This is an optimization exercise on Yosys and OpenROAD, whose aim is small area, not a production implementation. Only simulation tests tie the RTL to the original design; equivalence was not proved.

05-07:
Design top, start of the top module:
module top(input clk,
           input rst_n,
           input weight_select,
           input [7:0] fmaps_in1,
           input [7:0] fmaps_in2,
           input [7:0] fmaps_in3,
           input [7:0] fmaps_in4,
           input [7:0] fmaps_in5,
           input [7:0] fmaps_in6,
           input [7:0] fmaps_in7,
           input [7:0] weight_in1,
           input [7:0] weight_in2,
           input [7:0] weight_in3,
           input [7:0] weight_in4,
           input [7:0] weight_in5,
           output [1:0] cs,
           output [1:0] we,
           output [4:0] fmaps_addr,
           output [5:0] weight_addr,
           output valid,
           output signed [20:0] acc);
    reg        worken;
    reg [4:0]  faddr;
    reg [5:0]  waddr1;
    reg        started;
    always @(posedge clk or negedge rst_n) begin
        if (!rst_n) begin
            worken  <= 1'b0;
            faddr   <= 5'd0;
            waddr1  <= 6'd18;
            started <= 1'b0;
        end else begin
            worken <= 1'b1;
            if (worken) begin
                faddr  <= (faddr == 5'd18) ? 5'd0 : faddr + 5'd1;
                waddr1 <= (waddr1 == 6'd37) ? 6'd18 : waddr1 + 6'd1;
            end
            if (faddr == 5'd10)
  ...
For scale: about 360 flip-flops, ~140 I/O pins, about 34,000 um2 of cells after synthesis.
clock: 7.0 ns
lec_check: 0
cap_margin: 20
core_margin: 2
core_utilization: 65
cts_buf_list: sky130_fd_sc_hd__clkbuf_4 sky130_fd_sc_hd__clkbuf_8
gpl_timing_driven: 0
slew_margin: 20
synth_hierarchical: 1
synth_minimum_keep_size: 0
run.sh (not shown) runs the stock make flow with config.mk's settings and CLKGATE_MAP_FILE= SYNTH_SCRIPT=/design/flow/synth_recipe.tcl, a recipe that flattens the netlist after the stock synthesis.
Ran to the end and failed final checks on setup timing: 05-07.
Input-level comparison between 12-03 and 05-07:
Settings: PLACE_DENSITY now 0.7, previously not set; GPL_TIMING_DRIVEN no longer set, was 0; CTS_BUF_LIST no longer set, was sky130_fd_sc_hd__clkbuf_4 sky130_fd_sc_hd__clkbuf_8.
==> flow/flow/run.sh (new file) <==
#!/bin/bash
# The standard synthesis and layout (the standard.sh), with two changes:
# the input and output ports are buffered with sky130_fd_sc_hd__buf_1
# instead of the placer's default buffer cell, and clock tree synthesis
# uses larger sink clusters and no dummy loads.  Each step's output goes to
# a log file of its own in this folder.
set -euo pipefail
bash standard.sh synth > synth.log 2>&1
export BUFFER_PORTS_ARGS="-buffer_cell sky130_fd_sc_hd__buf_1"
export CTS_ARGS="-sink_clustering_enable -repair_clock_nets -dont_use_dummy_load -sink_clustering_size 30 -sink_clustering_max_diameter 100"
bash standard.sh finish > layout.log 2>&1
==> flow/standard.sh (new file) <==
#!/bin/bash
# synth_recipe.tcl (not shown) runs the flow's synth.tcl, then flattens the netlist and writes it again
# the make line also repeats each setting of config.mk as NAME=value (left out here)
make -C /OpenROAD-flow-scripts/flow DESIGN_CONFIG=/design/flow/config.mk WORK_HOME=/design/flow/orfs CLKGATE_MAP_FILE= SYNTH_SCRIPT=/design/flow/synth_recipe.tcl "${@:-finish}"
removed: flow/run.sh
## What came out
- 12-03 reached the end of the flow, and the finished layout is clean on the timing, design-rule and antenna checks.
- The final reports for 12-03 and 05-07 show path depth of the worst reg2reg path lower in the former.
- | minimum clock period | 12-03 vs 05-07 | better |
- Compared with 05-07, in 12-03 total number of cells along the worst setup path decreased 2; via count decreased 0.60%; footprint of the flip-flops and latches essentially unchanged.
- Summary of 12-03 over 05-07: final cell count without fillers now sits lower; number of well taps now sits at about the same level; cell area after layout now sits lower.
- Maximum single-stage delay on the critical path in 12-03 vs 05-07: up 0.13 ns

========
Setup of oak:
Starting RTL as in the previous note.
clock: 7.0 ns
lec_check: 0
cap_margin: 20
core_margin: 2
core_utilization: 65
slew_margin: 20
synth_hierarchical: 1
synth_minimum_keep_size: 0
Stock flow here: none of the scripts above is used.
For pine, these inputs were changed with respect to oak:
==> flow/flow/run.sh (new file) <==
#!/bin/bash
# The standard synthesis and layout (the standard.sh), with two changes:
# the input and output ports are buffered with sky130_fd_sc_hd__buf_1
# instead of the placer's default buffer cell, and clock tree synthesis
# uses larger sink clusters and no dummy loads.  Each step's output goes to
# a log file of its own in this folder.
set -euo pipefail
bash standard.sh synth > synth.log 2>&1
export BUFFER_PORTS_ARGS="-buffer_cell sky130_fd_sc_hd__buf_1"
export CTS_ARGS="-sink_clustering_enable -repair_clock_nets -dont_use_dummy_load -sink_clustering_size 30 -sink_clustering_max_diameter 100"
bash standard.sh finish > layout.log 2>&1
==> flow/standard.sh (new file) <==
#!/bin/bash
# synth_recipe.tcl (not shown) runs the flow's synth.tcl, then flattens the netlist and writes it again
# the make line also repeats each setting of config.mk as NAME=value (left out here)
make -C /OpenROAD-flow-scripts/flow DESIGN_CONFIG=/design/flow/config.mk WORK_HOME=/design/flow/orfs CLKGATE_MAP_FILE= SYNTH_SCRIPT=/design/flow/synth_recipe.tcl "${@:-finish}"
removed: flow/run.sh
Findings:
- Minimum clock period after layout ended up 0.0094 ns higher on pine than on oak.
- In pine, the count of buffer and inverter cells on the critical path came out 3 below the value in oak.
- Looking only at core utilization, and setting everything else aside, the lower value of oak and pine goes to pine.
- The number of diodes in pine sits 5 below the value recorded for oak.
- Of oak and pine, the higher count of TritonRoute iterations in the first routing pass belongs to pine.
- Cmp pine vs oak: routability congestion estimate higher in pine
- Measured slew at the worst slew-check pin, oak and pine: higher on oak

[re-timing with driven ports]
The flow's constraints put no driver on any port. The routed layouts listed below were extracted and timed again, unchanged, in two steps. Step 1: set_driving_cell puts a clkbuf_16 on clk and a buf_2 on each other input, an assumption about the parent block. Step 2, shift: input delay + t, output delay - t, t = (earliest + latest rising clock arrival at the registers) / 2. This alone moves slack from input paths to output paths. Three values: ideal ports, drivers, drivers and shift; two values: the first two.
run | shift t [ns] | setup slack, ns | worst setup path after step 2
05-07 | 0.739 | 0.000 / 0.000 / -0.677 | input to register
12-03 | 0.619 | 0.167 / 0.167 / -0.213 | input to register
oak | 0.652 | 0.172 / 0.172 / -0.256 | input to register
pine | 0.619 | 0.162 / 0.162 / -0.271 | input to register
For 05-07, which loses most, drivers alone change the setup slack by 0.000 ns; drivers and shift together by -0.677 ns.
